What follows belongs to an exercise in optimizing a design on an open flow for small area; a production flow would make more cautious choices. Only simulation tests tie the RTL to the original design; equivalence was not proved. The clock port is modelled as an ideal driver; clocking choices that lean on that would not hold on a real chip. No activity file was given, so power comes from the tool's default toggle rates.

## RGB_YCbCr
module RGB_YCbCr #(
	parameter	DSIZE	= 16,
	parameter	MSIZE	= 12
)(
	input				clock,
	input				invsync,
	input				inhsync,
	input				inde,
	input [DSIZE-1:0]	inR,
	input [DSIZE-1:0]	inG,
	input [DSIZE-1:0]	inB,
	output				outvsync,
	output				outhsync,
	output				outde,
	output[DSIZE-1:0]	outY,
	output[DSIZE-1:0]	outCb,
	output[DSIZE-1:0]	outCr
);
Size: roughly 750 cells after synthesis, about 100 I/O pins.
==> flow/config.mk <==
export PLATFORM = sky130hd
export DESIGN_NAME = RGB_YCbCr
export DESIGN_NICKNAME = RGB_YCbCr
export VERILOG_FILES = /design/flow/design.v
export SDC_FILE = /design/flow/constraint.sdc
export NUM_CORES = 4
export LEC_CHECK = 0
export CAP_MARGIN = 20
export CORE_MARGIN = 2
export CORE_UTILIZATION = 40
export GPL_TIMING_DRIVEN = 0
export SLEW_MARGIN = 20
export SYNTH_HIERARCHICAL = 1
export SYNTH_MINIMUM_KEEP_SIZE = 0
==> flow/constraint.sdc <==
create_clock -name core_clock -period 7.0 [get_ports {clock}]
set_input_delay 1.4000 -clock core_clock [delete_from_list [all_inputs] [get_ports {clock}]]
set_output_delay 1.4000 -clock core_clock [all_outputs]
set_load 0.01 [all_outputs]
standard.sh (not shown) runs the stock make flow with config.mk's settings and CLKGATE_MAP_FILE= SYNTH_SCRIPT=/design/flow/synth_recipe.tcl, a recipe that flattens the netlist after the stock synthesis.
==> flow/flow/run.sh <==
#!/bin/bash
# Own layout flow: the standard layout (standard.sh), unchanged synthesis, with:
#  - after synthesis, each maj3_2 cell is swapped for maj3_1 (same function, smaller);
#  - ports are buffered with the smallest buffer (buf_1) instead of clkdlybuf4s50_1;
#  - clock tree synthesis uses small clock buffers and inserts no dummy loads.
# Tool logs go to orfs/logs as in the standard flow; make's output to synth.log / flow.log.
set -euo pipefail
cd "$(dirname "$0")/.."
export BUFFER_PORTS_ARGS="-buffer_cell sky130_fd_sc_hd__buf_1"
export CTS_ARGS="-sink_clustering_enable -repair_clock_nets -dont_use_dummy_load -buf_list {sky130_fd_sc_hd__clkbuf_4 sky130_fd_sc_hd__clkbuf_8}"
bash standard.sh synth > synth.log 2>&1
R=orfs/results/${FLOW_PLATFORM:-sky130hd}/RGB_YCbCr/base
sed -i 's/sky130_fd_sc_hd__maj3_2 /sky130_fd_sc_hd__maj3_1 /' $R/1_2_yosys.v
rm -f $R/1_synth.odb $R/1_synth.sdc
bash standard.sh > flow.log 2>&1
The baseline completed without violations.
Change:
--- a/flow/flow/run.sh
+++ b/flow/flow/run.sh
@@ -4,3 +4,4 @@
 #  - ports are buffered with the smallest buffer (buf_1) instead of clkdlybuf4s50_1;
-#  - clock tree synthesis uses small clock buffers and inserts no dummy loads.
+#  - clock tree synthesis uses clkbuf_4 and inserts no dummy loads; after it, clock buffers
+#    that drive a slow edge are upsized (flow/post_cts.tcl).
 # Tool logs go to orfs/logs as in the standard flow; make's output to synth.log / flow.log.
@@ -9,3 +10,4 @@
 export BUFFER_PORTS_ARGS="-buffer_cell sky130_fd_sc_hd__buf_1"
-export CTS_ARGS="-sink_clustering_enable -repair_clock_nets -dont_use_dummy_load -buf_list {sky130_fd_sc_hd__clkbuf_4 sky130_fd_sc_hd__clkbuf_8}"
+export CTS_ARGS="-sink_clustering_enable -repair_clock_nets -dont_use_dummy_load -buf_list {sky130_fd_sc_hd__clkbuf_4}"
+export POST_CTS_TCL="$(pwd)/flow/post_cts.tcl"
 bash standard.sh synth > synth.log 2>&1
==> flow/flow/post_cts.tcl (new file) <==
# Sourced by ORFS at the end of clock tree synthesis (POST_CTS_TCL): a clock buffer whose
# sinks see a slow clock edge is swapped for the next larger clock buffer, then the
# placement is legalised again.
estimate_parasitics -placement
set upsized 0
foreach net [get_nets clknet_*] {
  set maxs 0
  set drv ""
  foreach pin [get_pins -of_objects $net] {
    if {[get_property $pin direction] == "output"} {
      set drv [get_property $pin instance]
      continue
    }
    set s [get_property $pin slew_max]
    if {$s > $maxs} { set maxs $s }
  }
  if {$drv != "" && $maxs > 0.095 && [get_property $drv ref_name] == "sky130_fd_sc_hd__clkbuf_4"} {
    replace_cell $drv sky130_fd_sc_hd__clkbuf_8
    incr upsized
  }
}
puts "post_cts: upsized $upsized clock buffers"
if {$upsized > 0} {
  detailed_placement
  check_placement -verbose
  estimate_parasitics -placement
}
This time the run ended with an error in clock tree synthesis.
Synthesized area stays the same.
Synthesized cell count stays the same.
Change:
--- a/flow/flow/run.sh
+++ b/flow/flow/run.sh
@@ -4,4 +4,3 @@
 #  - ports are buffered with the smallest buffer (buf_1) instead of clkdlybuf4s50_1;
-#  - clock tree synthesis uses clkbuf_4 and inserts no dummy loads; after it, clock buffers
-#    that drive a slow edge are upsized (flow/post_cts.tcl).
+#  - clock tree synthesis uses small clock buffers and inserts no dummy loads.
 # Tool logs go to orfs/logs as in the standard flow; make's output to synth.log / flow.log.
@@ -10,4 +9,3 @@
 export BUFFER_PORTS_ARGS="-buffer_cell sky130_fd_sc_hd__buf_1"
-export CTS_ARGS="-sink_clustering_enable -repair_clock_nets -dont_use_dummy_load -buf_list {sky130_fd_sc_hd__clkbuf_4}"
-export POST_CTS_TCL="$(pwd)/flow/post_cts.tcl"
+export CTS_ARGS="-sink_clustering_enable -repair_clock_nets -dont_use_dummy_load -buf_list {sky130_fd_sc_hd__clkbuf_4 sky130_fd_sc_hd__clkbuf_8}"
 bash standard.sh synth > synth.log 2>&1
- CORE_UTILIZATION: 40 -> 60
- PLACE_DENSITY: default -> 0.75
removed: flow/flow/post_cts.tcl
This time the run produced a clean layout.
Synthesized cell count stays the same.
Synthesized area stays the same.
Change:
--- a/flow/flow/run.sh
+++ b/flow/flow/run.sh
@@ -9,3 +9,3 @@
 export BUFFER_PORTS_ARGS="-buffer_cell sky130_fd_sc_hd__buf_1"
-export CTS_ARGS="-sink_clustering_enable -repair_clock_nets -dont_use_dummy_load -buf_list {sky130_fd_sc_hd__clkbuf_4 sky130_fd_sc_hd__clkbuf_8}"
+export CTS_ARGS="-sink_clustering_enable -repair_clock_nets -dont_use_dummy_load -buf_list {sky130_fd_sc_hd__clkbuf_4} -sink_clustering_size 8 -sink_clustering_max_diameter 40"
 bash standard.sh synth > synth.log 2>&1
Result: The changed run went through all stages and came out clean; clock skew came out higher by 0.016 ns; sequential cell count is unchanged; power fell by 1.9%.
Change:
--- a/flow/flow/run.sh
+++ b/flow/flow/run.sh
@@ -4,3 +4,4 @@
 #  - ports are buffered with the smallest buffer (buf_1) instead of clkdlybuf4s50_1;
-#  - clock tree synthesis uses small clock buffers and inserts no dummy loads.
+#  - clock tree synthesis uses clkbuf_4 and inserts no dummy loads; after it, clock buffers
+#    that drive a slow edge are upsized (flow/post_cts.tcl).
 # Tool logs go to orfs/logs as in the standard flow; make's output to synth.log / flow.log.
@@ -9,3 +10,4 @@
 export BUFFER_PORTS_ARGS="-buffer_cell sky130_fd_sc_hd__buf_1"
-export CTS_ARGS="-sink_clustering_enable -repair_clock_nets -dont_use_dummy_load -buf_list {sky130_fd_sc_hd__clkbuf_4} -sink_clustering_size 8 -sink_clustering_max_diameter 40"
+export CTS_ARGS="-sink_clustering_enable -repair_clock_nets -dont_use_dummy_load -buf_list {sky130_fd_sc_hd__clkbuf_4}"
+export POST_CTS_TCL="$(pwd)/flow/post_cts.tcl"
 bash standard.sh synth > synth.log 2>&1
==> flow/flow/post_cts.tcl (new file) <==
# Sourced by ORFS at the end of clock tree synthesis (POST_CTS_TCL): a clkbuf_4 that
# drives 11 or more clock sinks is swapped for clkbuf_8, so that every flip-flop clock
# pin keeps a fast edge; the placement is then legalised again.
set upsized 0
foreach net [get_nets clknet_*] {
  set drv ""
  set n 0
  foreach pin [get_pins -of_objects $net] {
    set inst [get_cells -quiet -of_objects $pin]
    if {[llength $inst] == 0} { continue }
    if {[get_property $pin direction] == "output"} {
      set drv $inst
    } else {
      incr n
    }
  }
  if {$drv != "" && $n >= 11 && [get_property $drv ref_name] == "sky130_fd_sc_hd__clkbuf_4"} {
    replace_cell $drv sky130_fd_sc_hd__clkbuf_8
    puts "up [get_full_name $drv] $n"
    incr upsized
  }
}
puts "post_cts: upsized $upsized clock buffers"
if {$upsized > 0} {
  detailed_placement
  check_placement -verbose
  estimate_parasitics -placement
}
- CORE_UTILIZATION: 60 -> 40
- PLACE_DENSITY: 0.75 -> default
=> Routed wire length went down by 1.1%; hold slack improves by 0.023 ns; register-to-register slack gets worse by 0.02 ns; sequential cell count stays the same; cell count grows by 10%; worst setup slack loses 0.020 ns; synthesized cell count is unchanged; synthesized area does not change; clock skew rose by 0.0049 ns; via count goes down by 3.6%; power grows by 3.1%.
Change:
--- a/flow/flow/run.sh
+++ b/flow/flow/run.sh
@@ -4,4 +4,3 @@
 #  - ports are buffered with the smallest buffer (buf_1) instead of clkdlybuf4s50_1;
-#  - clock tree synthesis uses clkbuf_4 and inserts no dummy loads; after it, clock buffers
-#    that drive a slow edge are upsized (flow/post_cts.tcl).
+#  - clock tree synthesis uses small clock buffers and inserts no dummy loads.
 # Tool logs go to orfs/logs as in the standard flow; make's output to synth.log / flow.log.
@@ -10,4 +9,3 @@
 export BUFFER_PORTS_ARGS="-buffer_cell sky130_fd_sc_hd__buf_1"
-export CTS_ARGS="-sink_clustering_enable -repair_clock_nets -dont_use_dummy_load -buf_list {sky130_fd_sc_hd__clkbuf_4}"
-export POST_CTS_TCL="$(pwd)/flow/post_cts.tcl"
+export CTS_ARGS="-sink_clustering_enable -repair_clock_nets -dont_use_dummy_load -buf_list {sky130_fd_sc_hd__clkbuf_4 sky130_fd_sc_hd__clkbuf_8}"
 bash standard.sh synth > synth.log 2>&1
- SETUP_SLACK_MARGIN: default -> -0.15
removed: flow/flow/post_cts.tcl
Effect: Worst setup slack gets worse by 0.13 ns. Global-route usage barely changes. Power grows by about 1.1%. Final cell count barely changes. Synthesized cell count does not change. Design area grows by 0.40%. Routed wire length stays flat. Sequential power is about the same. Clock power grows by 17%. Core utilization grows by 0.18 points. First-iteration DRC count shrinks by about 2.3%.

[separate check: timing with driven ports]
The flow's constraints put no driver on any port. The routed layouts listed below were extracted and timed again, unchanged, in two steps.
Step 1 sets driving cells, clkbuf_16 on the clock port and buf_2 on the other inputs (assumed; they add their load-dependent delay and slew).
Step 2 adds t to the input delays and takes it off the output delays; t is the mean of the earliest and latest rising clock arrival at the registers after step 1. Input paths then give back, and output paths get back, about the clock's delay inside the block.
a / b / c = ideal ports / drivers / drivers and shift; a / b = the first two.
| run | shift t [ns] | slack for setup (ns) | worst setup path at the end | worst register clock-pin slew, ns | cell pins on the clock port's net |
|---|---|---|---|---|---|
| the first run | 0.485 | 0.271 / 0.271 / -0.177 | input to register | 0.08 / 0.08 | 1 |
| the third run | 0.476 | 0.274 / 0.274 / -0.160 | input to register | 0.08 / 0.08 | 1 |
| the fourth run | 0.557 | 0.298 / 0.298 / -0.156 | input to register | 0.12 / 0.12 | 1 |
| the fifth run | 0.473 | 0.278 / 0.278 / -0.151 | input to register | 0.11 / 0.11 | 1 |
| the sixth run | 0.484 | 0.145 / 0.145 / -0.177 | input to register | 0.08 / 0.08 | 1 |
With both steps, setup timing fails in every run listed, where it was met with ideal ports. The setup slack of the fourth run, which loses most, moves by 0.000 ns with the drivers and by -0.454 ns with both steps.
